Source: an optimization exercise on an open RTL-to-GDS flow (aim: small area and a short achievable clock period). Production flows keep margins and buffers that such runs may drop. In this exercise RTL edits were held to simulation tests only and were not proved equivalent to the original.

## flow/design.v (module list and top-level ports; edited modules follow where they fit)
// module M0_Share1: 23 lines
// module M1_Share1: 23 lines
// module Mprime_cir: 23 lines
// module affine_2sh: 29 lines
// module affine_share1: 16 lines
// module affine_share2: 16 lines
// module inv_sr_2sh: 20 lines
// module inv_sr_cir: 14 lines
// module mprime_cir_2sh: 20 lines
// module mux_cir: 13 lines
// module mux_cir_2sh: 30 lines
// module out_key_share_flip: 8 lines
// module s: 35 lines
// module s_bit1: 73 lines
// module s_bit1_sh1: 14 lines
// module s_bit1_sh2: 14 lines
// module s_bit1_sh3: 14 lines
// module s_bit1_sh4: 12 lines
// module s_bit1_sh5: 14 lines
// module s_bit1_sh6: 14 lines
// module s_bit1_sh7: 14 lines
// module s_bit1_sh8: 12 lines
// module s_bit2: 75 lines
// module s_bit2_sh1: 14 lines
// module s_bit2_sh2: 14 lines
// module s_bit2_sh3: 14 lines
// module s_bit2_sh4: 14 lines
// module s_bit2_sh5: 14 lines
// module s_bit2_sh6: 14 lines
// module s_bit2_sh7: 14 lines
// module s_bit2_sh8: 14 lines
// module s_bit3: 75 lines
// module s_bit3_sh1: 14 lines
// module s_bit3_sh2: 14 lines
// module s_bit3_sh3: 14 lines
// module s_bit3_sh4: 14 lines
// module s_bit3_sh5: 14 lines
// module s_bit3_sh6: 14 lines
// module s_bit3_sh7: 14 lines
// module s_bit3_sh8: 14 lines
// module s_bit4: 75 lines
// module s_bit4_sh1: 14 lines
// module s_bit4_sh2: 14 lines
// module s_bit4_sh3: 14 lines
// module s_bit4_sh4: 14 lines
// module s_bit4_sh5: 14 lines
// module s_bit4_sh6: 14 lines
// module s_bit4_sh7: 14 lines
// module s_bit4_sh8: 14 lines
// module sbox_rmsk: 41 lines
// module share_reg: 15 lines
// module sr_2sh: 20 lines
// module sr_cir: 14 lines
// module xor_cir: 11 lines
// module xor_cir4: 15 lines
// module xor_cir_2sh: 26 lines
// module top_module_d11: 965 lines
module top_module_d11(
    i_clk,
    i_reset,
    i_start,
    i_load,
    i_enc_dec,
    i_pt1,
    i_pt2,
    i_key1,
    i_key2,
    i_r,
    o_ct1,
    o_ct2,
    o_done
);
  // ...
==> flow/run.sh <==
#!/bin/bash
# synth_recipe.tcl (not shown) runs the flow's synth.tcl, then flattens the netlist and writes it again
# the make line also repeats each setting of config.mk as NAME=value (left out here)
make -C /OpenROAD-flow-scripts/flow DESIGN_CONFIG=/design/flow/config.mk WORK_HOME=/design/flow/orfs CLKGATE_MAP_FILE= SYNTH_SCRIPT=/design/flow/synth_recipe.tcl finish
==> flow/config.mk <==
export PLATFORM = sky130hd
export DESIGN_NAME = top_module_d11
export DESIGN_NICKNAME = top_module_d11
export VERILOG_FILES = /design/flow/design.v
export SDC_FILE = /design/flow/constraint.sdc
export NUM_CORES = 4
export LEC_CHECK = 0
export CAP_MARGIN = 20
export CORE_MARGIN = 2
export CORE_UTILIZATION = 40
export SLEW_MARGIN = 20
==> flow/constraint.sdc <==
create_clock -name core_clock -period 10.0 [get_ports {i_clk}]
set_input_delay 2.0000 -clock core_clock [delete_from_list [all_inputs] [get_ports {i_clk}]]
set_output_delay 2.0000 -clock core_clock [all_outputs]
set_load 0.01 [all_outputs]
==> run notes, run 1 <==
* Status: no timing/DRC/antenna violations
* Met2 wire len at about 110000 um
* Mapped Cells at 5945
* Slowest stage cell, crit path: xnor2_1
* Hold_ws at 0.5508 ns
* Synth Area in XOR/XNOR at 29.72%
* Global route overflow at 0
* Clock root cell: clkbuf_16
* Seq/Total Area, Yosys at 37.85%
* Seq Cell Count at roughly 910
* Worst slew margin at 10.18%
* Worst Hold Depth at 1
* TritonCTS Buffers at 109
* Worst Path Required at approximately 8 ns
* Synth Register Bits at 905
* Non-CTS buffers at roughly 770
* Share of cells above drive strength 1 at under 10%
* Critical path, cell by cell: clkbuf_8, nand3_1, nand2_1, buf_4, a41oi_1, nand2_1, xnor3_1, xnor2_1, clkdlybuf4s50_1
* Worst Setup SP: i_enc_dec
* Ys Warns at 2
* M3 GR Usage at 6.303%
* Initial core utilization at about two fifths
* Multi-In Gates at 4597
* Fraction of area in registers at 31.32%
* Final Wtd Congestion at 1.027
* Final hold vios at 0
* Postcts setup bufs at 0
* Max_cap viols at 0
* Worst-Skew Late Latency at 0.75 ns
==> run 2: changes to the inputs <==
==> flow/design.v (replaced) <==
module M0_Share1(
    i_in1,
    o_out1
);
input wire [0:15] i_in1;
output wire [0:15] o_out1;
assign o_out1[ 0] = i_in1[4] ^ i_in1[ 8] ^ i_in1[12];
assign o_out1[ 1] = i_in1[1] ^ i_in1[ 9] ^ i_in1[13];
assign o_out1[ 2] = i_in1[2] ^ i_in1[ 6] ^ i_in1[14];
assign o_out1[ 3] = i_in1[3] ^ i_in1[ 7] ^ i_in1[11];
assign o_out1[ 4] = i_in1[0] ^ i_in1[ 4] ^ i_in1[ 8];
assign o_out1[ 5] = i_in1[5] ^ i_in1[ 9] ^ i_in1[13];
assign o_out1[ 6] = i_in1[2] ^ i_in1[10] ^ i_in1[14];
assign o_out1[ 7] = i_in1[3] ^ i_in1[ 7] ^ i_in1[15];
assign o_out1[ 8] = i_in1[0] ^ i_in1[ 4] ^ i_in1[12];
assign o_out1[ 9] = i_in1[1] ^ i_in1[ 5] ^ i_in1[ 9];
assign o_out1[10] = i_in1[6] ^ i_in1[10] ^ i_in1[14];
assign o_out1[11] = i_in1[3] ^ i_in1[11] ^ i_in1[15];
assign o_out1[12] = i_in1[0] ^ i_in1[ 8] ^ i_in1[12];
assign o_out1[13] = i_in1[1] ^ i_in1[ 5] ^ i_in1[13];
assign o_out1[14] = i_in1[2] ^ i_in1[ 6] ^ i_in1[10];
assign o_out1[15] = i_in1[7] ^ i_in1[11] ^ i_in1[15];
endmodule
module M1_Share1(
    i_in1,
    o_out1
);
input wire [0:15] i_in1;
output wire [0:15] o_out1;
assign o_out1[ 0] = i_in1[0] ^ i_in1[ 4] ^ i_in1[ 8];
assign o_out1[ 1] = i_in1[5] ^ i_in1[ 9] ^ i_in1[13];
assign o_out1[ 2] = i_in1[2] ^ i_in1[10] ^ i_in1[14];
assign o_out1[ 3] = i_in1[3] ^ i_in1[ 7] ^ i_in1[15];
assign o_out1[ 4] = i_in1[0] ^ i_in1[ 4] ^ i_in1[12];
assign o_out1[ 5] = i_in1[1] ^ i_in1[ 5] ^ i_in1[ 9];
assign o_out1[ 6] = i_in1[6] ^ i_in1[10] ^ i_in1[14];
assign o_out1[ 7] = i_in1[3] ^ i_in1[11] ^ i_in1[15];
assign o_out1[ 8] = i_in1[0] ^ i_in1[ 8] ^ i_in1[12];
assign o_out1[ 9] = i_in1[1] ^ i_in1[ 5] ^ i_in1[13];
assign o_out1[10] = i_in1[2] ^ i_in1[ 6] ^ i_in1[10];
assign o_out1[11] = i_in1[7] ^ i_in1[11] ^ i_in1[15];
assign o_out1[12] = i_in1[4] ^ i_in1[ 8] ^ i_in1[12];
assign o_out1[13] = i_in1[1] ^ i_in1[ 9] ^ i_in1[13];
assign o_out1[14] = i_in1[2] ^ i_in1[ 6] ^ i_in1[14];
assign o_out1[15] = i_in1[3] ^ i_in1[ 7] ^ i_in1[11];
endmodule
module Mprime_cir(
    in,
    out
);
input wire [0:63] in;
output wire [0:63] out;
M0_Share1 m00_Share1(
    .i_in1 (in[0:15]),
    .o_out1 (out[0:15])
);
M1_Share1 m10_Share1(
    .i_in1 (in[16:31]),
    .o_out1 (out[16:31])
);
M1_Share1 m11_Share1(
    .i_in1 (in[32:47]),
    .o_out1 (out[32:47])
);
M0_Share1 m01_Share1(
    .i_in1 (in[48:63]),
    .o_out1 (out[48:63])
);
endmodule
module affine_2sh(
    in1,
    in2,
    out1,
    out2
);
parameter N=64;
input wire [N - 1 : 0] in1;
input wire [N - 1 : 0] in2;
output wire [N - 1 : 0] out1;
output wire [N - 1 : 0] out2;
genvar i;
generate
for (i=0; i<16; i= i + 1) begin : SHARE1
    affine_share1 sh1(
        .i_in1 (in1[3 + i * 4  : i * 4]),
        .o_out1 (out1[3 + i * 4  : i * 4])
    );
end
endgenerate
generate
for (i=0; i<16; i= i + 1) begin : SHARE2
    affine_share2 sh2(
        .i_in2 (in2[3 + i * 4  : i * 4]),
        .o_out2 (out2[3 + i * 4  : i * 4])
    );
end
endgenerate
endmodule
module affine_share1 (
    i_in1,
    o_out1
);        
    input wire [0:3] i_in1;
    output wire [0:3] o_out1;
    wire x1, w1, v1, u1;
    assign x1 = i_in1[0];
    assign w1 = i_in1[1];
    assign v1 = i_in1[2];
    assign u1 = i_in1[3];
    assign o_out1[3] = 1 ^ v1 ;
    assign o_out1[2] = u1 ^ v1 ^ w1 ;
    assign o_out1[1] = 1 ^ x1 ;
    assign o_out1[0] = w1 ;
endmodule
module affine_share2 (
    i_in2,
    o_out2
);         
    input wire [0:3] i_in2;
    output wire [0:3] o_out2;
    wire x2, w2, v2, u2;
    assign x2 = i_in2[0];
    assign w2 = i_in2[1];
    assign v2 = i_in2[2];
    assign u2 = i_in2[3];
    assign o_out2[3] = v2 ;
    assign o_out2[2] = u2 ^ v2 ^ w2 ;
    assign o_out2[1] = x2 ;
    assign o_out2[0] = w2 ;
endmodule
module inv_sr_2sh(
    in1,
    in2,
    out1,
    out2
);
    parameter N = 64;
    input wire [N - 1 : 0] in1;
    input wire [N - 1 : 0] in2;
    output wire [N - 1 : 0] out1;
    output wire [N - 1 : 0] out2;
    inv_sr_cir sh1(
        .in   (in1),
        .out (out1)
    );
    inv_sr_cir sh2(
        .in   (in2),
        .out (out2)
    );
endmodule
module inv_sr_cir(
    in,
    out
);
input wire [0 : 63] in;
output wire [0 : 63] out;
genvar  i;
generate
  for  ( i  =  0 ;  i  <  16 ;  i  =  i + 1 )
    begin  :  mix
       assign  out[((20*i) % 64):((20*i) % 64) + 3] = in[i*4 : i*4 + 3];
    end
endgenerate
endmodule
module mprime_cir_2sh(
    in1,
    in2,
    out1,
    out2
);
    parameter N = 64;
    input wire [N - 1 : 0] in1;
    input wire [N - 1 : 0] in2;
    output wire [N - 1 : 0] out1;
    output wire [N - 1 : 0] out2;
    Mprime_cir sh1(
        .in   (in1),
        .out (out1)
    );
    Mprime_cir sh2(
        .in   (in2),
        .out (out2)
    );
endmodule
module mux_cir(
    sel,
    a,
    b,
    out
);
parameter N = 64;
input wire sel;
input wire [N - 1 : 0] a;
input wire [N - 1 : 0] b;
output wire [N - 1 : 0] out;
assign out = sel? a : b;
endmodule
module mux_cir_2sh(
    sel,
    a1,
    a2,
    b1,
    b2,
    out1,
    out2
);
    parameter N = 64;
    input wire sel;
    input wire [N - 1 : 0] a1;
    input wire [N - 1 : 0] a2;
    input wire [N - 1 : 0] b1;
    input wire [N - 1 : 0] b2;
    output wire [N - 1 : 0] out1;
    output wire [N - 1 : 0] out2;
    mux_cir sh1(
        .sel (sel),
        .a   (a1),
        .b   (b1),
        .out (out1)
    );
    mux_cir sh2(
        .sel (sel),
        .a   (a2),
        .b   (b2),
        .out (out2)
    );
endmodule
module out_key_share_flip(
    in_key,
    out_key
);
input wire [63 : 0] in_key;
output wire [63 : 0] out_key;
assign out_key = {in_key[0], in_key[63 : 2], in_key[1] ^ in_key[63]};
endmodule
module s (
  in1,
  in2,
  out1,
  out2,
  out3,
  out4
);
    input wire [3:0] in1;
    input wire [3:0] in2;
    output wire [7:0] out1;
    output wire [7:0] out2;
    output wire [7:0] out3;
    output wire [7:0] out4;
    s_bit1 sb1_inst (
      .in1 (in1),
      .in2 (in2),
      .out (out1)
    );
    s_bit2 sb2_inst (
      .in1 (in1),
      .in2 (in2),
      .out (out2)
    );
    s_bit3 sb3_inst (
      .in1 (in1),
      .in2 (in2),
      .out (out3)
    );
    s_bit4 sb4_inst (
      .in1 (in1),
      .in2 (in2),
      .out (out4)
    );
endmodule
module s_bit1 (
  in1,
  in2,
  out
);
    input wire [3:0] in1;
    input wire [3:0] in2;
    output wire [7:0] out;
    wire x1, y1, z1, w1;
    wire x2, y2, z2, w2;
    assign x1 = in1[3];
    assign x2 = in2[3];
    assign y1 = in1[2];
    assign y2 = in2[2];
    assign z1 = in1[1];
    assign z2 = in2[1];
    assign w1 = in1[0];
    assign w2 = in2[0];
    s_bit1_sh1 s_bit11_inst (
      .w1 (w1),
      .z1 (z1),
      .y1 (y1),
      .x1 (x1),
      .out1 (out[0])
    );
    s_bit1_sh2 s_bit12_inst (
      .w2 (w2),
      .z2 (z2),
      .y1 (y1),
      .x1 (x1),
      .out2 (out[1])
    );
    s_bit1_sh3 s_bit13_inst (
      .y2 (y2),
      .z1 (z1),
      .w2 (w2),
      .x1 (x1),
      .out3 (out[2])
    );
    s_bit1_sh4 s_bit14_inst (
      .y2 (y2),
      .w1 (w1),
      .z2 (z2),
      .out4 (out[3])
    );
    s_bit1_sh5 s_bit15_inst (
      .x2 (x2),
      .w2 (w2),
      .y1 (y1),
      .z1 (z1),
      .out5 (out[4])
    );
    s_bit1_sh6 s_bit16_inst (
      .x2 (x2),
      .w1 (w1),
      .y1 (y1),
      .z2 (z2),
      .out6 (out[5])
    );
    s_bit1_sh7 s_bit17_inst (
      .x2 (x2),
      .y2 (y2),
      .w1 (w1),
      .z1 (z1),
      .out7 (out[6])
    );
    s_bit1_sh8 s_bit18_inst (
      .y2 (y2),
      .w2 (w2),
      .z2 (z2),
      .out8 (out[7])
    );
endmodule
module s_bit1_sh1 (
  w1,
  z1,
  y1,
  x1,
  out1
);
    input wire w1;
    input wire z1;
    input wire y1;
    input wire x1;
    output wire out1;
    assign out1 = 1'b1 ^ y1 ^ x1 ^ z1 & w1 ^ y1 & z1 ^ x1 & w1 ^ x1 & y1 ^ y1 & z1 & w1 ;
endmodule
module s_bit1_sh2 (
  w2,
  z2,
  y1,
  x1,
  out2
);
    input wire w2;
    input wire z2;
    input wire y1;
    input wire x1;
    output wire out2;
    assign out2 = z2 & w2 ^ y1 & z2 ^ x1 & w2 ^ y1 & z2 & w2 ;
endmodule
module s_bit1_sh3 (
  y2,
  z1,
  w2,
  x1,
  out3
);
    input wire y2;
    input wire z1;
    input wire w2;
    input wire x1;
    output wire out3;
    assign out3 = y2 ^ z1 & w2 ^ y2 & z1 ^ x1 & y2 ^ y2 & z1 & w2 ;
endmodule
module s_bit1_sh4 (
  y2,
  w1,
  z2,
  out4
);
    input wire y2;
    input wire w1;
    input wire z2;
    output wire out4;
    assign out4 = z2 & w1 ^ y2 & z2 ^ y2 & z2 & w1 ;
endmodule
module s_bit1_sh5 (
  x2,
  w2,
  y1,
  z1,
  out5
);
    input wire x2;
    input wire w2;
    input wire y1;
    input wire z1;
    output wire out5;
    assign out5 = x2 ^ x2 & w2 ^ x2 & y1 ^ y1 & z1 & w2 ;
endmodule
module s_bit1_sh6 (
  x2,
  w1,
  y1,
  z2,
  out6
);
    input wire x2;
    input wire w1;
    input wire y1;
    input wire z2;
    output wire out6;
    assign out6 = x2 & w1 ^ y1 & z2 & w1 ;
endmodule
module s_bit1_sh7 (
  x2,
  y2,
  w1,
  z1,
  out7
);
    input wire x2;
    input wire y2;
    input wire w1;
    input wire z1;
    output wire out7;
    assign out7 = x2 & y2 ^ y2 & z1 & w1 ;
endmodule
module s_bit1_sh8 (
  y2,
  w2,
  z2,
  out8
);
    input wire y2;
    input wire w2;
    input wire z2;
    output wire out8;
    assign out8 = y2 & z2 & w2 ;
endmodule
module s_bit2 (
  in1,
  in2,
  out
);
    input wire [3:0] in1;
    input wire [3:0] in2;
    output wire [7:0] out;
    wire x1, y1, z1, w1;
    wire x2, y2, z2, w2;
    assign x1 = in1[3];
    assign x2 = in2[3];
    assign y1 = in1[2];
    assign y2 = in2[2];
    assign z1 = in1[1];
    assign z2 = in2[1];
    assign w1 = in1[0];
    assign w2 = in2[0];
    s_bit2_sh1 s_bit21_inst (
      .w1 (w1),
      .z1 (z1),
      .y1 (y1),
      .x1 (x1),
      .out1 (out[0])
    );
    s_bit2_sh2 s_bit22_inst (
      .w2 (w2),
      .y1 (y1),
      .z2 (z2),
      .x1 (x1),
      .out2 (out[1])
    );
    s_bit2_sh3 s_bit23_inst (
      .y2 (y2),
      .w2 (w2),
      .z1 (z1),
      .x1 (x1),
      .out3 (out[2])
    );
    s_bit2_sh4 s_bit24_inst (
      .y2 (y2),
      .w1 (w1),
      .z2 (z2),
      .x1 (x1),
      .out4 (out[3])
    );
    s_bit2_sh5 s_bit25_inst (
      .x2 (x2),
      .z1 (z1),
      .y1 (y1),
      .w2 (w2),
      .out5 (out[4])
    );
    s_bit2_sh6 s_bit26_inst (
      .x2 (x2),
      .w1 (w1),
      .z2 (z2),
      .y1 (y1),
      .out6 (out[5])
    );
    s_bit2_sh7 s_bit27_inst (
      .x2 (x2),
      .y2 (y2),
      .w1 (w1),
      .z1 (z1),
      .out7 (out[6])
    );
    s_bit2_sh8 s_bit28_inst (
      .x2 (x2),
      .y2 (y2),
      .w2 (w2),
      .z2 (z2),
      .out8 (out[7])
    );
endmodule
module s_bit2_sh1 (
  w1,
  z1,
  y1,
  x1,
  out1
);
    input wire w1;
    input wire z1;
    input wire y1;
    input wire x1;
    output wire out1;
    assign out1 = 1'b1 ^ y1 & w1 ^ y1 & z1 ^ x1 & z1 ^ y1 & z1 & w1 ^ x1 & y1 & z1 ;
endmodule
module s_bit2_sh2 (
  w2,
  y1,
  z2,
  x1,
  out2
);
    input wire w2;
    input wire y1;
    input wire z2;
    input wire x1;
    output wire out2;
    assign out2 = y1 & w2 ^ y1 & z2 ^ x1 & z2 ^ y1 & z2 & w2 ^ x1 & y1 & z2 ;
endmodule
module s_bit2_sh3 (
  y2,
  w2,
  z1,
  x1,
  out3
);
    input wire y2;
    input wire w2;
    input wire z1;
    input wire x1;
    output wire out3;
    assign out3 = y2 & w2 ^ y2 & z1 ^ y2 & z1 & w2 ^ x1 & y2 & z1 ;
endmodule
module s_bit2_sh4 (
  y2,
  w1,
  z2,
  x1,
  out4
);
    input wire y2;
    input wire w1;
    input wire z2;
    input wire x1;
    output wire out4;
    assign out4 = y2 & w1 ^ y2 & z2 ^ y2 & z2 & w1 ^ x1 & y2 & z2 ;
endmodule
module s_bit2_sh5 (
  x2,
  z1,
  y1,
  w2,
  out5
);
    input wire x2;
    input wire z1;
    input wire y1;
    input wire w2;
    output wire out5;
    assign out5 = x2 & z1 ^ y1 & z1 & w2 ^ x2 & y1 & z1 ;
endmodule
module s_bit2_sh6 (
  x2,
  w1,
  z2,
  y1,
  out6
);
    input wire x2;
    input wire w1;
    input wire z2;
    input wire y1;
    output wire out6;
    assign out6 = x2 & z2 ^ y1 & z2 & w1 ^ x2 & y1 & z2 ;
endmodule
module s_bit2_sh7 (
  x2,
  y2,
  w1,
  z1,
  out7
);
    input wire x2;
    input wire y2;
    input wire w1;
    input wire z1;
    output wire out7;
    assign out7 = y2 & z1 & w1 ^ x2 & y2 & z1 ;
endmodule
module s_bit2_sh8 (
  x2,
  y2,
  w2,
  z2,
  out8
);
    input wire x2;
    input wire y2;
    input wire w2;
    input wire z2;
    output wire out8;
    assign out8 = y2 & z2 & w2 ^ x2 & y2 & z2 ;
endmodule
module s_bit3 (
  in1,
  in2,
  out
);
    input wire [3:0] in1;
    input wire [3:0] in2;
    output wire [7:0] out;
    wire x1, y1, z1, w1;
    wire x2, y2, z2, w2;
    assign x1 = in1[3];
    assign x2 = in2[3];
    assign y1 = in1[2];
    assign y2 = in2[2];
    assign z1 = in1[1];
    assign z2 = in2[1];
    assign w1 = in1[0];
    assign w2 = in2[0];
    s_bit3_sh1 s_bit31_inst (
      .w1 (w1),
      .z1 (z1),
      .y1 (y1),
      .x1 (x1),
      .out1 (out[0])
    );
    s_bit3_sh2 s_bit32_inst (
      .w2 (w2),
      .z2 (z2),
      .y1 (y1),
      .x1 (x1),
      .out2 (out[1])
    );
    s_bit3_sh3 s_bit33_inst (
      .y2 (y2),
      .z1 (z1),
      .w2 (w2),
      .x1 (x1),
      .out3 (out[2])
    );
    s_bit3_sh4 s_bit34_inst (
      .y2 (y2),
      .w1 (w1),
      .z2 (z2),
      .x1 (x1),
      .out4 (out[3])
    );
    s_bit3_sh5 s_bit35_inst (
      .x2 (x2),
      .w2 (w2),
      .z1 (z1),
      .y1 (y1),
      .out5 (out[4])
    );
    s_bit3_sh6 s_bit36_inst (
      .x2 (x2),
      .w1 (w1),
      .z2 (z2),
      .y1 (y1),
      .out6 (out[5])
    );
    s_bit3_sh7 s_bit37_inst (
      .x2 (x2),
      .y2 (y2),
      .w1 (w1),
      .z1 (z1),
      .out7 (out[6])
    );
    s_bit3_sh8 s_bit38_inst (
      .x2 (x2),
      .y2 (y2),
      .w2 (w2),
      .z2 (z2),
      .out8 (out[7])
    );
endmodule
module s_bit3_sh1 (
  w1,
  z1,
  y1,
  x1,
  out1
);
    input wire w1;
    input wire z1;
    input wire y1;
    input wire x1;
    output wire out1;
    assign out1 = w1 ^ x1 ^ z1 & w1 ^ x1 & w1 ^ x1 & z1 ^ x1 & z1 & w1 ^ x1 & y1 & z1 ;
endmodule
module s_bit3_sh2 (
  w2,
  z2,
  y1,
  x1,
  out2
);
    input wire w2;
    input wire z2;
    input wire y1;
    input wire x1;
    output wire out2;
    assign out2 = w2 ^ z2 & w2 ^ x1 & w2 ^ x1 & z2 ^ x1 & z2 & w2 ^ x1 & y1 & z2 ;
endmodule
module s_bit3_sh3 (
  y2,
  z1,
  w2,
  x1,
  out3
);
    input wire y2;
    input wire z1;
    input wire w2;
    input wire x1;
    output wire out3;
    assign out3 = z1 & w2 ^ x1 & z1 & w2 ^ x1 & y2 & z1 ;
endmodule
module s_bit3_sh4 (
  y2,
  w1,
  z2,
  x1,
  out4
);
    input wire y2;
    input wire w1;
    input wire z2;
    input wire x1;
    output wire out4;
    assign out4 = z2 & w1 ^ x1 & z2 & w1 ^ x1 & y2 & z2 ;
endmodule
module s_bit3_sh5 (
  x2,
  w2,
  z1,
  y1,
  out5
);
    input wire x2;
    input wire w2;
    input wire z1;
    input wire y1;
    output wire out5;
    assign out5 = x2 ^ x2 & w2 ^ x2 & z1 ^ x2 & z1 & w2 ^ x2 & y1 & z1 ;
endmodule
module s_bit3_sh6 (
  x2,
  w1,
  z2,
  y1,
  out6
);
    input wire x2;
    input wire w1;
    input wire z2;
    input wire y1;
    output wire out6;
    assign out6 = x2 & w1 ^ x2 & z2 ^ x2 & z2 & w1 ^ x2 & y1 & z2 ;
endmodule
module s_bit3_sh7 (
  x2,
  y2,
  w1,
  z1,
  out7
);
    input wire x2;
    input wire y2;
    input wire w1;
    input wire z1;
    output wire out7;
    assign out7 = x2 & z1 & w1 ^ x2 & y2 & z1 ;
endmodule
module s_bit3_sh8 (
  x2,
  y2,
  w2,
  z2,
  out8
);
    input wire x2;
    input wire y2;
    input wire w2;
    input wire z2;
    output wire out8;
    assign out8 = x2 & z2 & w2 ^ x2 & y2 & z2 ;
endmodule
module s_bit4 (
  in1,
  in2,
  out
);
    input wire [3:0] in1;
    input wire [3:0] in2;
    output wire [7:0] out;
    wire x1, y1, z1, w1;
    wire x2, y2, z2, w2;
    assign x1 = in1[3];
    assign x2 = in2[3];
    assign y1 = in1[2];
    assign y2 = in2[2];
    assign z1 = in1[1];
    assign z2 = in2[1];
    assign w1 = in1[0];
    assign w2 = in2[0];
    s_bit4_sh1 s_bit41_inst (
      .w1 (w1),
      .z1 (z1),
      .y1 (y1),
      .x1 (x1),
      .out1 (out[0])
    );
    s_bit4_sh2 s_bit42_inst (
      .w2 (w2),
      .z2 (z2),
      .y1 (y1),
      .x1 (x1),
      .out2 (out[1])
    );
    s_bit4_sh3 s_bit43_inst (
      .y2 (y2),
      .z1 (z1),
      .w2 (w2),
      .x1 (x1),
      .out3 (out[2])
    );
    s_bit4_sh4 s_bit44_inst (
      .y2 (y2),
      .w1 (w1),
      .z2 (z2),
      .x1 (x1),
      .out4 (out[3])
    );
    s_bit4_sh5 s_bit45_inst (
      .x2 (x2),
      .z1 (z1),
      .y1 (y1),
      .w2 (w2),
      .out5 (out[4])
    );
    s_bit4_sh6 s_bit46_inst (
      .x2 (x2),
      .w1 (w1),
      .y1 (y1),
      .z2 (z2),
      .out6 (out[5])
    );
    s_bit4_sh7 s_bit47_inst (
      .x2 (x2),
      .y2 (y2),
      .w1 (w1),
      .z1 (z1),
      .out7 (out[6])
    );
    s_bit4_sh8 s_bit48_inst (
      .x2 (x2),
      .y2 (y2),
      .w2 (w2),
      .z2 (z2),
      .out8 (out[7])
    );
endmodule
module s_bit4_sh1 (
  w1,
  z1,
  y1,
  x1,
  out1
);
    input wire w1;
    input wire z1;
    input wire y1;
    input wire x1;
    output wire out1;
    assign out1 = 1'b1 ^ z1 ^ x1 ^ y1 & z1 ^ x1 & y1 ^ y1 & z1 & w1 ^ x1 & z1 & w1 ^ x1 & y1 & w1 ;
endmodule
module s_bit4_sh2 (
  w2,
  z2,
  y1,
  x1,
  out2
);
    input wire w2;
    input wire z2;
    input wire y1;
    input wire x1;
    output wire out2;
    assign out2 = z2 ^ y1 & z2 ^ y1 & z2 & w2 ^ x1 & z2 & w2 ^ x1 & y1 & w2 ;
endmodule
module s_bit4_sh3 (
  y2,
  z1,
  w2,
  x1,
  out3
);
    input wire y2;
    input wire z1;
    input wire w2;
    input wire x1;
    output wire out3;
    assign out3 = y2 & z1 ^ x1 & y2 ^ y2 & z1 & w2 ^ x1 & z1 & w2 ^ x1 & y2 & w2 ;
endmodule
module s_bit4_sh4 (
  y2,
  w1,
  z2,
  x1,
  out4
);
    input wire y2;
    input wire w1;
    input wire z2;
    input wire x1;
    output wire out4;
    assign out4 = y2 & z2 ^ y2 & z2 & w1 ^ x1 & z2 & w1 ^ x1 & y2 & w1 ;
endmodule
module s_bit4_sh5 (
  x2,
  z1,
  y1,
  w2,
  out5
);
    input wire x2;
    input wire z1;
    input wire y1;
    input wire w2;
    output wire out5;
    assign out5 = x2 ^ x2 & y1 ^ y1 & z1 & w2 ^ x2 & z1 & w2 ^ x2 & y1 & w2 ;
endmodule
module s_bit4_sh6 (
  x2,
  w1,
  y1,
  z2,
  out6
);
    input wire x2;
    input wire w1;
    input wire y1;
    input wire z2;
    output wire out6;
    assign out6 = y1 & z2 & w1 ^ x2 & z2 & w1 ^ x2 & y1 & w1 ;
endmodule
module s_bit4_sh7 (
  x2,
  y2,
  w1,
  z1,
  out7
);
    input wire x2;
    input wire y2;
    input wire w1;
    input wire z1;
    output wire out7;
    assign out7 = x2 & y2 ^ y2 & z1 & w1 ^ x2 & z1 & w1 ^ x2 & y2 & w1 ;
endmodule
module s_bit4_sh8 (
  x2,
  y2,
  w2,
  z2,
  out8
);
    input wire x2;
    input wire y2;
    input wire w2;
    input wire z2;
    output wire out8;
    assign out8 = y2 & z2 & w2 ^ x2 & z2 & w2 ^ x2 & y2 & w2 ;
endmodule
module sbox_rmsk (
    in1,
    in2,
    in3,
    in4,
    in_rand,
    out1,
    out2,
    out3,
    out4
);
input wire [7 : 0] in1;
input wire [7 : 0] in2;
input wire [7 : 0] in3;
input wire [7 : 0] in4;
input wire [11 : 0] in_rand;
output wire [7 : 0] out1;
output wire [7 : 0] out2;
output wire [7 : 0] out3;
output wire [7 : 0] out4;
wire [2 : 0] r1;
wire [2 : 0] r2;
wire [2 : 0] r3;
wire [2 : 0] r4;
wire [2 : 0] r1_inv;
wire [2 : 0] r2_inv;
wire [2 : 0] r3_inv;
wire [2 : 0] r4_inv;
assign r1 = in_rand[2 : 0];
assign r2 = in_rand[5 : 3];
assign r3 = in_rand[8 : 6];
assign r4 = in_rand[11 : 9];
assign r1_inv = {r1[0],r1[1],r1[2]};
assign r2_inv = {r2[0],r2[1],r2[2]};
assign r3_inv = {r3[0],r3[1],r3[2]};
assign r4_inv = {r4[0],r4[1],r4[2]};
  assign out1 = {in1[7], in1[6:4] ^ r1, in1[3:1] ^ r1_inv, in1[0]};
  assign out2 = {in2[7], in2[6:4] ^ r2, in2[3:1] ^ r2_inv, in2[0]};
  assign out3 = {in3[7], in3[6:4] ^ r3, in3[3:1] ^ r3_inv, in3[0]};
  assign out4 = {in4[7], in4[6:4] ^ r4, in4[3:1] ^ r4_inv, in4[0]};
endmodule
module share_reg(
    i_clk,
    i_d,
    o_q
);
input wire i_clk;
input wire i_d;
output wire o_q;
reg state;
always @(posedge i_clk )
begin
        state <= i_d;
end
assign o_q = state;
endmodule
module sr_2sh(
    in1,
    in2,
    out1,
    out2
);
    parameter N = 64;
    input wire [N - 1 : 0] in1;
    input wire [N - 1 : 0] in2;
    output wire [N - 1 : 0] out1;
    output wire [N - 1 : 0] out2;
    sr_cir sh1(
        .in   (in1),
        .out (out1)
    );
    sr_cir sh2(
        .in   (in2),
        .out (out2)
    );
endmodule
module sr_cir(
    in,
    out
);
input wire [0 : 63] in;
output wire [0 : 63] out;
genvar  i;
generate
  for  ( i  =  0 ;  i  <  16 ;  i  =  i + 1 )
    begin  :  mix
       assign  out[((52*i) % 64):((52*i) % 64) + 3] = in[i*4 : i*4 + 3];
    end
endgenerate
endmodule
module xor_cir(
    a,
    b,
    out
);
parameter N = 64;
input wire [N - 1 : 0] a;
input wire [N - 1 : 0] b;
output wire [N - 1 : 0] out;
assign out = a ^ b;
endmodule
module xor_cir4(
    in1,
    in2,
    in3,
    in4,
    out
);
parameter N = 1;
input wire [N - 1 : 0] in1;
input wire [N - 1 : 0] in2;
input wire [N - 1 : 0] in3;
input wire [N - 1 : 0] in4;
output wire [N - 1 : 0] out;
  assign out = in1 ^ in2 ^ in3 ^ in4;
endmodule
module xor_cir_2sh(
    a1,
    a2,
    b1,
    b2,
    out1,
    out2
);
    parameter N = 64;
    input wire [N - 1 : 0] a1;
    input wire [N - 1 : 0] a2;
    input wire [N - 1 : 0] b1;
    input wire [N - 1 : 0] b2;
    output wire [N - 1 : 0] out1;
    output wire [N - 1 : 0] out2;
    xor_cir sh1(
        .a   (a1),
        .b   (b1),
        .out (out1)
    );
    xor_cir sh2(
        .a   (a2),
        .b   (b2),
        .out (out2)
    );
endmodule
module top_module_d11(
    i_clk,
    i_reset,
    i_start,
    i_load,
    i_enc_dec,
    i_pt1,
    i_pt2,
    i_key1,
    i_key2,
    i_r,
    o_ct1,
    o_ct2,
    o_done
);
input  i_start;
input  i_clk;
input  i_reset;
input  i_enc_dec;
input  i_load;
input  [191 : 0] i_r;
input  [63 : 0] i_pt1;
input  [63 : 0] i_pt2;
input  [127 : 0] i_key1;
input  [127 : 0] i_key2;
output wire [63 : 0] o_ct1;
output wire [63 : 0] o_ct2;
output wire o_done;
localparam [63:0] ALPHA = 64'hc0ac29b7c97c50dd;
reg        idle;
reg        halt;
reg        done_reg;
reg  [4:0] cnt;
reg        m_fw;     
reg        m_bw;     
reg        enc_dec_reg;
wire load_now = idle & i_load;
always @(posedge i_clk or posedge i_reset)
begin
    if (i_reset == 1'b1) begin
        idle     <= 1'b1;
        halt     <= 1'b0;
        done_reg <= 1'b0;
        cnt      <= 5'd0;
        m_fw     <= 1'b1;
        m_bw     <= 1'b0;
    end else begin
        done_reg <= 1'b0;
        if (idle) begin
            if (!i_load && i_start) begin
                idle <= 1'b0;
                cnt  <= 5'd1;
                m_fw <= 1'b1;
                m_bw <= 1'b0;
            end
        end else if (halt) begin
            if (!i_start) begin
                halt <= 1'b0;
                idle <= 1'b1;
            end
        end else begin
            cnt  <= cnt + 5'd1;
            m_fw <= (cnt < 5'd11);
            m_bw <= (cnt >= 5'd13);
            if (cnt == 5'd23) begin
                halt     <= 1'b1;
                done_reg <= 1'b1;
            end
        end
    end
end
always @(posedge i_clk)
begin
    if (load_now)
        enc_dec_reg <= i_enc_dec;
end
assign o_done = done_reg;
reg [63:0] rc;
always @(*) begin
    case ({enc_dec_reg, cnt[4:1]})
        5'h01: rc = 64'h13198a2e03707344;
        5'h02: rc = 64'ha4093822299f31d0;
        5'h03: rc = 64'h082efa98ec4e6c89;
        5'h04: rc = 64'h452821e638d01377;
        5'h05: rc = 64'hbe5466cf34e90c6c;
        5'h07: rc = 64'h7ef84f78fd955cb1;
        5'h08: rc = 64'h85840851f1ac43aa;
        5'h09: rc = 64'hc882d32f25323c54;
        5'h0a: rc = 64'h64a51195e0e3610d;
        5'h0b: rc = 64'hd3b5a399ca0c2399;
        5'h11: rc = 64'hd3b5a399ca0c2399;
        5'h12: rc = 64'h64a51195e0e3610d;
        5'h13: rc = 64'hc882d32f25323c54;
        5'h14: rc = 64'h85840851f1ac43aa;
        5'h15: rc = 64'h7ef84f78fd955cb1;
        5'h17: rc = 64'hbe5466cf34e90c6c;
        5'h18: rc = 64'h452821e638d01377;
        5'h19: rc = 64'h082efa98ec4e6c89;
        5'h1a: rc = 64'ha4093822299f31d0;
        5'h1b: rc = 64'h13198a2e03707344;
        default: rc = 64'h0;
    endcase
end
reg  [63:0] k1_1, k1_2;
reg  [63:0] kw_1, kw_2;
wire [63:0] ik0f_1, ik0f_2;
out_key_share_flip in_ok1(.in_key(i_key1[127:64]), .out_key(ik0f_1));
out_key_share_flip in_ok2(.in_key(i_key2[127:64]), .out_key(ik0f_2));
wire [63:0] k0in_1  = i_enc_dec ? ik0f_1 : i_key1[127:64];
wire [63:0] k0in_2  = i_enc_dec ? ik0f_2 : i_key2[127:64];
wire [63:0] k0out_1 = i_enc_dec ? i_key1[127:64] : ik0f_1;
wire [63:0] k0out_2 = i_enc_dec ? i_key2[127:64] : ik0f_2;
always @(posedge i_clk)
begin
    if (load_now) begin
        k1_1 <= i_key1[63:0];
        k1_2 <= i_key2[63:0];
        kw_1 <= k0out_1 ^ i_key1[63:0] ^ (i_enc_dec ? 64'h0 : ALPHA);
        kw_2 <= k0out_2 ^ i_key2[63:0];
    end
end
reg  [63:0] st1, st2;
reg  [31:0] sreg [15:0];
wire [63:0] comp1, comp2;
genvar i;
generate
for (i = 0; i < 16; i = i + 1) begin : SB
    wire [7:0] so1, so2, so3, so4;
    wire [7:0] rm1, rm2, rm3, rm4;
    s sbox(
        .in1 (st1[4*i + 3 : 4*i]),
        .in2 (st2[4*i + 3 : 4*i]),
        .out1(so1),
        .out2(so2),
        .out3(so3),
        .out4(so4)
    );
    sbox_rmsk rmsk(
        .in1 (so1),
        .in2 (so2),
        .in3 (so3),
        .in4 (so4),
        .in_rand (i_r[11 + 12*i : 12*i]),
        .out1(rm1),
        .out2(rm2),
        .out3(rm3),
        .out4(rm4)
    );
    always @(posedge i_clk)
        sreg[i] <= {rm4, rm3, rm2, rm1};
    assign comp1[4*i + 0] = ^sreg[i][ 3: 0];
    assign comp2[4*i + 0] = ^sreg[i][ 7: 4];
    assign comp1[4*i + 1] = ^sreg[i][11: 8];
    assign comp2[4*i + 1] = ^sreg[i][15:12];
    assign comp1[4*i + 2] = ^sreg[i][19:16];
    assign comp2[4*i + 2] = ^sreg[i][23:20];
    assign comp1[4*i + 3] = ^sreg[i][27:24];
    assign comp2[4*i + 3] = ^sreg[i][31:28];
end
endgenerate
wire [63:0] rk1 = k1_1 ^ rc;
wire [63:0] rk2 = k1_2;
wire [63:0] oa1, oa2;
affine_2sh outaff(.in1(comp1), .in2(comp2), .out1(oa1), .out2(oa2));
wire [63:0] bk1, bk2;
inv_sr_2sh invsr(.in1(oa1 ^ rk1), .in2(oa2 ^ rk2), .out1(bk1), .out2(bk2));
wire [63:0] z1 = m_bw ? bk1 : comp1;
wire [63:0] z2 = m_bw ? bk2 : comp2;
wire [63:0] w1, w2;
mprime_cir_2sh mprime(.in1(z1), .in2(z2), .out1(w1), .out2(w2));
wire [63:0] ws1, ws2;
sr_2sh srows(.in1(w1), .in2(w2), .out1(ws1), .out2(ws2));
wire [63:0] wa1, wa2;
affine_2sh inaff(.in1(w1), .in2(w2), .out1(wa1), .out2(wa2));
wire [63:0] rv1 = m_fw ? (ws1 ^ rk1) : wa1;
wire [63:0] rv2 = m_fw ? (ws2 ^ rk2) : wa2;
wire [63:0] x0_1 = i_pt1 ^ k0in_1 ^ i_key1[63:0] ^ (i_enc_dec ? ALPHA : 64'h0);
wire [63:0] x0_2 = i_pt2 ^ k0in_2 ^ i_key2[63:0];
always @(posedge i_clk)
begin
    if (idle) begin
        if (i_load) begin
            st1 <= x0_1;
            st2 <= x0_2;
        end
    end else begin
        st1 <= rv1;
        st2 <= rv2;
    end
end
assign o_ct1 = oa1 ^ kw_1;
assign o_ct2 = oa2 ^ kw_2;
endmodule
==> flow/config.mk (replaced) <==
export PLATFORM = sky130hd
export DESIGN_NAME = top_module_d11
export DESIGN_NICKNAME = top_module_d11
export VERILOG_FILES = /design/flow/design.v
export SDC_FILE = /design/flow/constraint.sdc
export NUM_CORES = 4
export LEC_CHECK = 0
export CAP_MARGIN = 20
export CORE_MARGIN = 2
export CORE_UTILIZATION = 40
export SETUP_SLACK_MARGIN = 5
export SLEW_MARGIN = 20
==> run 2 against run 1 <==
Effect of this change:
- still clean
- worst hold slack improved by 0.016 ns
- via count increased by 4.0%
- cell count increased by 4.7%
- wire length about the same
- non-clock buffer count increased by 59
- clock-buffer cell count increased by 7
- register-to-register slack improved by 1.5 ns
- die area increased by 3.5%
- critical path type is now register to primary output
==> run notes, run 2 <==
* Wirelength per Cell at 28.72 um
* Final hold vios at 0 (unchanged)
* Setup tns final at 0 ns
* Post-detail-place hpwl at 202400 um
* Worst hold path type: register to register
* Final ANT Viol Nets at 0
* Final Wtd Congestion at 1.008 (-1.8%)
* Worst reg2reg path endpoint: st1[53]
* Unrepaired setup endpoints after global routing: yes
* Post-synth top area cell: xnor2_1
* Iter 0 DRT Violations at 5826
* P&R area growth vs syn at 23.45%
* Synth Register Bits at 907 (+0.22%)
* Number of synthesized flops with an enable pin at 385
* Synth area leaders: xnor2_1 (21%), edfxtp_1 (19%), dfxtp_1 (17%)
* Status: no timing/DRC/antenna violations
* Seq/Total Area, Yosys at 36.66% (-1.2 points)
* Pre-CTS setup slack at 5.029 ns
* Crit path kind: register to primary output
* Max FFs per register at 512
* Largest net degree at the start of global routing at 140
* Worst Hold Depth at 1 (unchanged)
* Reg-to-Reg Start: cnt[1]
* Vias in the first global route at 45698
* Hold endpoint: cnt[1]
* Row count at 142
* Crit path max fanout at 3
* Fin crit share at 50.96%
* Commonest non-fill, non-tap cell in the layout: xnor2_1
* Share of the synthesized area in the top cell type at between 20% and 30%
* Worst slew margin at 14.47% (+4.3 points)
* CTS clk-pin slew, worst paths at about 0.07 ns
* Clk buf depth at 3
* Syn Area/Cell at 9.762 um2
* Post-Route Utilization at roughly half
* Io pins at 710
* Fmax at 196.2 MHz
* Commonest non-fill, non-tap cells in the layout: xnor2_1 (1320), clkdlybuf4s50_1 (708), xor2_1 (541)
* Routed vias/inst at 5.459
* Share of cells above drive strength 1 at 8.045% (+2.1 points)
* DIE WIDTH at 391.9 um
* Arrival time worst endpoint at about 3.1 ns
* Initial antenna violation count at 42
* Clock root cell: clkbuf_16
* Worst-Skew Late Latency at 0.75 ns (about the same)
* Most frequent cell after synthesis: xnor2_1
* Hold_sp: halt
* CP endpoint kind: primary output
* Syn_nets at 6792
* Die ar. at 153600 um2
* Synth Flop Type: dfxtp_1
* DR vias at 48363
* Mapped Cells at 6165 (+3.7%)
* Die height at 391.9 um
* Routed Wire Length at roughly 250000 um
* Residual DRC at 0
* Unique masters post-synth at 106
* Ys Warns at 2 (unchanged)
* Fin worst setup slack at approximately 4.9 ns
* Core Area at 149600 um2
* Crit path time final at 5.096 ns
* H-tree depth at 3
* CTS tree: done
* TritonCTS Buffers at 106 (-2.8%)
* R2R cell count at 10
* Mapped Area at 60180 um2
* Worst Path Required at 8.00 ns (about the same)
* Global-route wire length before repair at between 300000 and 400000 um
* Slew @ Worst Pin at ~1.3 ns
* Top reg by flops: sreg
* Max_cap viols at 0 (unchanged)
* Final Net Count at approximately 7400
* TritonRoute pass-1 iters at 6
* CTS Sinks at 907
* Final worst clock skew at 0.04642 ns
* Startpoint Class: register
* Max Transition Viols Final at 0
* Global route overflow at 0 (unchanged)
* Final setup vio count at 0
* Initial core utilization at 40.23% (-0.15 points)
* Synth async-reset ratio at 1.103%
* I/O Buffers at 709
* Most instantiated cells after synthesis: xnor2_1 (1436), xor2_1 (553), dfxtp_1 (512)
* Total Routing Usage GR at 32.14%
## run 2: cell count changes after synthesis, moves of 50 or more
| cell | previous run | this run |
|---|---|---|
| nor2_1 | 248 | 298 |
| mux2i_1 | 466 | 167 |
| xnor3_1 | 28 | 121 |
| a21oi_1 | 245 | 505 |
| xnor2_1 | 1277 | 1436 |
| nand2_1 | 534 | 430 |
| nor2b_1 | 99 | 170 |
## run 2: how the worst max path moves through the flow
stage / start / cells past startpoint / endpoint
CTS: sreg[9][12] / 5 / o_ct2[37]
global route: sreg[9][13] / 5 / o_ct2[37]
floorplan: i_load / 1 / enc_dec_reg
detailed placement: sreg[9][23] / 5 / o_ct2[37]
finish: sreg[9][7] / 5 / o_ct2[37]
global placement: sreg[9][23] / 5 / o_ct2[37]
## run 2: per-layer routing
metal	routed length, um	vias to the layer above	track usage [%]
li1	-	21918	-
met1	105300	23639	43.23
met2	114800	2353	50.73
met3	23380	433	6.471
met4	10840	20	12.29
met5	135	-	0
## run 2: kinds of logic after synthesis
kind of cell	count (synthesis)	share of synthesized area (%)
AOI/OAI and AO/OA	1167	11.17
buffers and inverters	466	3.144
muxes	204	3.512
xor gates and xnor gates	2149	34.82
adders and majority gates	58	1.156
and+or+nand+nor	1214	9.537
DFF	907	36.66
## run 2: per-stage QoR
stage               std cells  area (um2)  hold slack (ns)
finish                   8860       74290           0.5669
global route             8855       74280           0.6036
CTS                      8826       73800           0.5639
detailed placement       8589       68990           0.5565
global placement         8589       68950           0.5502
floorplan                6165       60190           0.4863
## run 2: timing repair
action,in CTS,in global routing
hold buffers,0,0
pin swaps,34,11
resized for setup,114,41
setup endpoints to repair,35,23
buffers inserted,37,14
## run 2: critical path, stage by stage, from the launching register on
cell and delay [ns]:
dfxtp_1 0.31, xnor2_1 0.15, xnor2_2 0.51, xnor3_1 0.36, xor2_1 0.38, clkdlybuf4s50_1 0.64
## run 2: final cells by class
class / count / area, um2
sequential: 907 / 22080
tap: 2016 / 2522
multi-input combinational: 4792 / 37550
timing repair buffer: 833 / 8115
inverter: 92 / 349.1
antenna: 20 / 50.05
clock inverter: 48 / 536.8
fill: 14081 / 75310
clock buffer: 152 / 3093
==> run 3: changes to the inputs <==
==> flow/flow/run.sh (new file) <==
#!/bin/bash
set -euo pipefail
export BUFFER_PORTS_ARGS="-buffer_cell sky130_fd_sc_hd__buf_1"
bash standard.sh > standard_flow.log 2>&1
==> flow/standard.sh (new file) <==
#!/bin/bash
# synth_recipe.tcl (not shown) runs the flow's synth.tcl, then flattens the netlist and writes it again
# the make line also repeats each setting of config.mk as NAME=value (left out here)
make -C /OpenROAD-flow-scripts/flow DESIGN_CONFIG=/design/flow/config.mk WORK_HOME=/design/flow/orfs CLKGATE_MAP_FILE= SYNTH_SCRIPT=/design/flow/synth_recipe.tcl "${@:-finish}"
--- a/flow/config.mk
+++ b/flow/config.mk
@@ -9,4 +9,3 @@
 export CORE_MARGIN = 2
 export CORE_UTILIZATION = 40
-export SETUP_SLACK_MARGIN = 5
 export SLEW_MARGIN = 20
removed: flow/run.sh
==> run 3 against run 2 <==
Effect of this change:
- still clean on timing, DRC and antenna
- register-to-register slack got worse by 0.17 ns
- die area stayed put
- setup slack worse by 0.15 ns
- utilization decreased by 3.8 points
- cell area down 7.7%
- clock skew down 0.0041 ns
- synthesized area unchanged
- critical path type unchanged
- highest routed layer unchanged
==> run notes, run 3 <==
* Total Routing Usage GR at 32.21% (+0.067 points)
* Wirelength per Cell at 28.96 um (+0.83%)
* Max_cap viols at 0 (unchanged)
* Post-synth top area cell: xnor2_1
* Die height at 391.9 um (unchanged)
* CTS clk-pin slew, worst paths at 0.07 ns (about the same)
* Fmax at 190.7 MHz (-2.8%)
* CP endpoint kind: primary output
* P&R area growth vs syn at 13.89%
* Clock root cell: clkbuf_16
* Commonest non-fill, non-tap cell in the layout: xnor2_1
* Residual DRC at 0 (unchanged)
* Number of synthesized flops with an enable pin at 385 (unchanged)
* Vias in the first global route at 45414 (-0.62%)
* Crit path time final at 5.245 ns (+0.1483 ns)
* Synth Area in Adders at 1.156% (unchanged)
* Mapped Cells at 6165 (unchanged)
* DIE WIDTH at 391.9 um (unchanged)
* Slew @ Worst Pin at 1.214 ns (-0.05783 ns)
* Pre-CTS setup slack at 4.946 ns (-0.08336 ns)
* Arrival time worst endpoint at 3.24 ns (+0.14 ns)
* Max FFs per register at 512 (unchanged)
* Final ANT Viol Nets at 0 (unchanged)
* Iter 0 DRT Violations at 5577 (-4.3%)
* CTS Sinks at 907 (unchanged)
* Mapped Area at 60180 um2 (unchanged)
* Largest net degree at the start of global routing at 154 (+10%)
* Post-detail-place hpwl at 203100 um (+0.36%)
* I/O Buffers at 709 (unchanged)
* Final hold vios at 0 (unchanged)
* Unique masters post-synth at 106 (unchanged)
* Crit path max fanout at 5 (+2)
* Synth Flop Type: dfxtp_1
* Mux contribution to synthesized area at 3.512% (unchanged)
* Initial core utilization at 40.23% (unchanged)
* CTS tree: done
* Io pins at 710 (unchanged)
* Postcts setup bufs at 0 (-100%)
* Row count at 142 (unchanged)
* Share of cells above drive strength 1 at 5.541% (-2.5 points)
* DR vias at 48564 (+0.42%)
* Hold_sp: halt
* Clk buf depth at 3 (unchanged)
* Routed vias/inst at 5.512 (+0.99%)
* Routed Wire Length at 255100 um (+0.26%)
* Seq/Total Area, Yosys at 36.66% (unchanged)
* H-tree depth at 3 (unchanged)
* Syn Area/Cell at 9.762 um2 (unchanged)
* Global-route wire length before repair at 346100 um (-0.38%)
* Synth Area in XOR/XNOR at 34.82% (unchanged)
* Synth async-reset ratio at 1.103% (unchanged)
* Status: no timing/DRC/antenna violations
* Fin crit share at 52.45% (+1.5 points)
* Worst hold path type: register to register
* Fin worst setup slack at 4.755 ns (-0.1483 ns)
* Unrepaired setup endpoints after global routing: no
* Die ar. at 153600 um2 (unchanged)
* Share of the synthesized area in the top cell type at 20.90% (unchanged)
* Synth Area in Compound Gates at 11.17% (unchanged)
* Initial antenna violation count at 50 (+19%)
* Top reg by flops: sreg
* Crit path kind: register to primary output
* Synth Area in Simple Gates at 9.537% (unchanged)
* Commonest non-fill, non-tap cells in the layout: xnor2_1 (1417), buf_1 (708), xor2_1 (553)
* Worst slew margin at 18.50% (+4.0 points)
* Worst-Skew Late Latency at 0.79 ns (+0.04 ns)
* Post-Route Utilization at 45.82% (-3.8 points)
* Largest family of logic cells by synthesized area: XOR/XNOR gates
* TritonRoute pass-1 iters at 8 (+2)
* Final worst clock skew at 0.04229 ns (-0.004137 ns)
* CTS Hold Bufs at 0 (unchanged)
* Final Net Count at 7300 (-0.80%)
* Worst Setup SP: sreg[4][19]
* Worst Path Required at 8.00 ns (about the same)
* Post-CTS Resized at 0 (-100%)
* Core Area at 149600 um2 (unchanged)
* Synth Register Bits at 907 (unchanged)
* Global route overflow at 0 (unchanged)
* Max Transition Viols Final at 0 (unchanged)
* Most frequent cell after synthesis: xnor2_1
* Final Wtd Congestion at 0.9936 (-1.4%)
* Synth area leaders: xnor2_1 (21%), edfxtp_1 (19%), dfxtp_1 (17%)
* Syn_nets at 6792 (unchanged)
* Setup tns final at 0 ns (unchanged)
* TritonCTS Buffers at 107 (+0.94%)
* Layout fillers at 14486 (+2.9%)
* Reg-to-Reg Start: cnt[2]
* Most instantiated cells after synthesis: xnor2_1 (1436), xor2_1 (553), dfxtp_1 (512)
* Final setup vio count at 0 (unchanged)
* Ys Warns at 2 (unchanged)
* Startpoint Class: register
-- run 3: changes by cell type in the layout (fill, tap and decap cells not counted), sizes merged --
cell / change
diode: +6
buf: +648
clkinv: +8
clkinvlp: -5
bufinv: +6
clkbuf: -5
clkdlybuf4s50: -708
-- run 3: final timing paths --
path	endpoint	slack, ns	depth (start not counted)
worst max-delay path	o_ct1[17]	4.76	5
worst min-delay path	cnt[1]	0.58	1
worst max register to register	st1[53]	5.12	10
worst min register to register	cnt[1]	0.58	1
max in group asynchronous	m_bw	8.27	2
min in group asynchronous	cnt[2]	1.26	2
-- run 3: per-layer routing --
| layer | track usage [%] | share of wire [%] | vias to the layer above | wire [um] |
|---|---|---|---|---|
| met2 | 49.35 | 44 | 2526 | 112800 |
| met5 | 0 | 0.033 | - | 85 |
| met3 | 7.527 | 10 | 473 | 25570 |
| met4 | 16.00 | 5.4 | 12 | 13720 |
| met1 | 42.48 | 40 | 23758 | 102900 |
| li1 | - | - | 21795 | - |
-- run 3: through the flow --
stage | instance area [um2] | hold slack, ns | std cells
after floorplan | 60180 | 0.4863 | 6165
after global placement | 64470 | 0.5845 | 8580
after detailed placement | 64530 | 0.5792 | 8580
after CTS | 68470 | 0.5850 | 8784
after global routing | 68520 | 0.6176 | 8801
final | 68540 | 0.5799 | 8810
-- run 3: cells by family (layout without fill, tap and decap cells) --
group,Yosys count,after routing
XOR/XNOR,2149,2149
flip-flops,907,907
multiplexers,204,204
adder cells (fa/ha/maj),58,58
AO/OA/AOI/OAI,1167,1167
other,0,26
AND/OR/NAND/NOR,1214,1214
buffers and inverters,466,1069
-- run 3: critical path, stage by stage (launching register included) --
cell	delay [ns]
dfxtp_1	0.31
xnor2_1	0.15
xnor2_2	0.81
xnor3_1	0.66
xnor2_1	0.36
buf_1	0.20
-- run 3: cell type report --
| class | instances | area (um2) | area share (%) |
|---|---|---|---|
| Inverter | 92 | 349.1 | 0.5093 |
| Clock buffer | 147 | 3189 | 4.653 |
| Sequential cell | 907 | 22080 | 32.21 |
| Timing Repair Buffer | 773 | 3196 | 4.662 |
| Tap cell | 2016 | 2522 | 3.680 |
| Clock inverter | 57 | 752.0 | 1.097 |
| Multi-Input combinational cell | 4792 | 36390 | 53.09 |
| Antenna cell | 26 | 65.06 | 0.09493 |
==> run 4: changes to the inputs <==
--- a/flow/config.mk
+++ b/flow/config.mk
@@ -9,3 +9,4 @@
 export CORE_MARGIN = 2
 export CORE_UTILIZATION = 40
+export SETUP_SLACK_MARGIN = 5
 export SLEW_MARGIN = 20
==> run 4 against run 3 <==
Effect of this change:
- critical path depth did not move
- setup slack improved by 0.19 ns
- die area did not move
- critical endpoint is now o_ct2[21]
- highest routed layer unchanged
==> run notes, run 4 <==
* Top Usage Layer GRT: met2
* M3 GR Usage at 7.426% (-0.10 points)
* Max FFs per register at 512 (unchanged)
* Most frequent cell after synthesis: xnor2_1
* Io pins at 710 (unchanged)
* Fmax at 197.7 MHz (+3.7%)
* Core Area at 149600 um2 (unchanged)
* Crit path kind: register to primary output
* Seq/Total Area, Yosys at 36.66% (unchanged)
* Post-synth top area cell: xnor2_1
* TritonCTS Buffers at 107 (unchanged)
* Synth area leaders: xnor2_1 (21%), edfxtp_1 (19%), dfxtp_1 (17%)
* Final ANT Viol Nets at 0 (unchanged)
* Fin cells at 8811 (+0.011%)
* Largest net degree at the start of global routing at 112 (-27%)
* Mapped Cells at 6165 (unchanged)
* Worst path bufs/invs at 1 (unchanged)
* Dpl cells at 8587 (+0.082%)
* Max_cap viols at 0 (unchanged)
* Crit-path leading delay family: XOR/XNOR gates
* Row count at 142 (unchanged)
* Final worst clock skew at 0.05404 ns (+0.01175 ns)
* Worst hold path type: register to register
* CTS clk-pin slew, worst paths at 0.06 ns (about the same)
* Synth Flop Type: dfxtp_1
* Initial core utilization at 40.23% (unchanged)
* H-tree depth at 3 (unchanged)
* GR Layer Usage met2 at 49.81% (+0.46 points)
* TritonRoute pass-1 iters at 6 (-2)
* DIE WIDTH at 391.9 um (unchanged)
* Worst-Skew Late Latency at 0.79 ns (about the same)
* P&R area growth vs syn at 13.80% (about the same)
* Unique masters post-synth at 106 (unchanged)
* CTS Hold Bufs at 0 (unchanged)
* Global route overflow at 0 (unchanged)
* Slowest stage cell, crit path: xnor2_1
* Share of the synthesized area in the top cell type at 20.90% (unchanged)
* Final Net Count at 7311 (+0.15%)
* Clk buf depth at 3 (unchanged)
* Max Transition Viols Final at 0 (unchanged)
* Arrival time worst endpoint at 3.06 ns (-0.18 ns)
* Crit path time final at 5.058 ns (-0.1871 ns)
* Routed Wire Length at 254900 um (about the same)
* Die height at 391.9 um (unchanged)
* CTS Sinks at 907 (unchanged)
* Fin crit share at 50.58% (-1.9 points)
* Number of synthesized flops with an enable pin at 385 (unchanged)
* Routed vias/inst at 5.549 (+0.66%)
* Residual DRC at 0 (unchanged)
* Commonest non-fill, non-tap cells in the layout: xnor2_1 (1399), buf_1 (708), xor2_1 (551)
* Worst stage delay on the critical path at 0.50 ns (-0.31 ns)
* Startpoint Class: register
* Clock root cell: clkbuf_16
* Synth async-reset ratio at 1.103% (unchanged)
* Slew @ Worst Pin at 1.186 ns (-0.02819 ns)
* Die ar. at 153600 um2 (unchanged)
* Crit path max fanout at 3 (-2)
* Share of cells above drive strength 1 at 5.812% (+0.27 points)
* Ys Warns at 2 (unchanged)
* Layout fillers at 14649 (+1.1%)
* Most instantiated cells after synthesis: xnor2_1 (1436), xor2_1 (553), dfxtp_1 (512)
* Post-placement cell area at 64500 um2 (about the same)
* CTS tree: done
* Final hold vios at 0 (unchanged)
* Critical path, cell by cell: xnor2_4, xnor2_1, xor3_1, xnor2_1, buf_1
* Global-route wire length before repair at 345500 um (-0.18%)
* Post-detail-place hpwl at 202700 um (-0.22%)
* Finished Cell Area at 68490 um2 (about the same)
* Met1 GRT Util at 42.74% (+0.27 points)
* Wirelength per Cell at 28.93 um (-0.10%)
* Commonest non-fill, non-tap cell in the layout: xnor2_1
* Worst Path Required at 8.00 ns (about the same)
* Worst path most repeated cell: xnor2_1
* Syn Area/Cell at 9.762 um2 (unchanged)
* Status: no timing/DRC/antenna violations
* Mapped Area at 60180 um2 (unchanged)
* Worst slew margin at 20.40% (+1.9 points)
* Vias in the first global route at 45017 (-0.87%)
* Initial antenna violation count at 37 (-26%)
* Iter 0 DRT Violations at 5792 (+3.9%)
* I/O Buffers at 709 (unchanged)
* Syn_nets at 6792 (unchanged)
* DR vias at 48891 (+0.67%)
* CP endpoint kind: primary output
* Final setup vio count at 0 (unchanged)
* Total Routing Usage GR at 32.09% (-0.11 points)
* Setup tns final at 0 ns (unchanged)
* Unrepaired setup endpoints after global routing: yes
* Final Wtd Congestion at 1.009 (+1.5%)
* Top reg by flops: sreg
* Synth Register Bits at 907 (unchanged)
## run 4: through the flow
step	utilization, %	hold slack (ns)	setup WS, ns
floorplan	-	0.4863	5.761
global placement	43.11	0.5581	4.916
detailed placement	43.11	0.5546	4.871
CTS	45.70	0.5607	4.900
global route	45.76	0.5797	4.901
finish	45.78	0.5710	4.942
## run 4: cell families (layout without fill, tap and decap cells)
logic type      after synthesis  after routing  synth area share, %
compound gates             1167           1167                11.17
xor+xnor                   2149           2149                34.82
fa+ha+maj                    58             58                1.156
buf+inv                     466           1080                3.144
flops                       907            907                36.66
mux                         204            204                3.512
other cells                   0             16                    0
simple gates               1214           1214                9.537
## run 4: area by class of cell
cell class                 count  area, um2  share of cell area [%]
antenna                       16      40.04                 0.05846
clock buffer                 149       3012                   4.397
clock inverter                55      589.3                  0.8605
inverter                      92      349.1                  0.5097
multi-input combinational   4792      36640                   53.51
sequential                   907      22080                   32.23
tap                         2016       2522                   3.683
timing repair buffer         784       3253                   4.750
## run 4: worst paths after layout
check,startpoint,end,depth (start not counted),slack (ns)
setup / recovery,sreg[5][13],o_ct2[21],5,4.94
hold / removal,halt,cnt[1],1,0.57
setup reg to reg,cnt[2],st1[29],11,5.08
hold reg to reg,halt,cnt[1],1,0.57
max in group asynchronous,i_reset,m_bw,2,8.37
min in group asynchronous,i_reset,cnt[2],2,1.20
## run 4: repair_timing
action	4_1_cts	5_1_grt
endpoints found under the setup margin	19	8
setup buffers	2	2
resized for setup	28	7
pin swaps	1	1
endpoints found under the hold margin	0	0
## run 4: per-layer routing
layer  part of all wire (%)  vias up
met4                    4.7       22
li1                       -    21827
met1                     40    23802
met3                     11      468
met5                  0.060        -
met2                     45     2772
## run 4: worst reg2reg max path, cell delays in order, from the launching register on
cell and delay (ns):
dfrtp_1 0.75, inv_1 0.33, ha_1 0.46, nand2b_1 0.37, a21oi_1 0.16, o32ai_2 0.71
xnor3_1 0.50, mux2_2 0.30, xor2_1 0.37, xnor3_1 0.31, o2111a_1 0.24, a221oi_1 0.23

==> static timing again, ports no longer ideal <==
Ports are ideal in the flow. The routed layouts listed here were re-timed in OpenROAD.
Step 1 sets driving cells, clkbuf_16 on the clock port and buf_2 on the other inputs (assumed; they add their load-dependent delay and slew).
Step 2 adds t to the input delays and takes it off the output delays; t is the mean of the earliest and latest rising clock arrival at the registers after step 1. Input paths then give back, and output paths get back, about the clock's delay inside the block.
Slacks: no drivers / after step 1 / after step 2; pairs: no drivers / after step 1.
run | shift t [ns] | setup slack, ns | worst setup path at the end | worst data-port slew with drivers (ns)
run 1 | 0.817 | 1.802 / 1.754 / 1.754 | input to output | 0.18
run 2 | 0.811 | 4.904 / 4.818 / 4.977 | input to register | 0.23
run 3 | 0.840 | 4.755 / 4.680 / 4.954 | input to register | 0.22
run 4 | 0.853 | 4.942 / 4.856 / 4.755 | input to register | 0.26
After both steps every run listed still meets setup and hold. The setup slack of run 4, which loses most, moves by -0.086 ns with the drivers and by -0.187 ns with both steps.
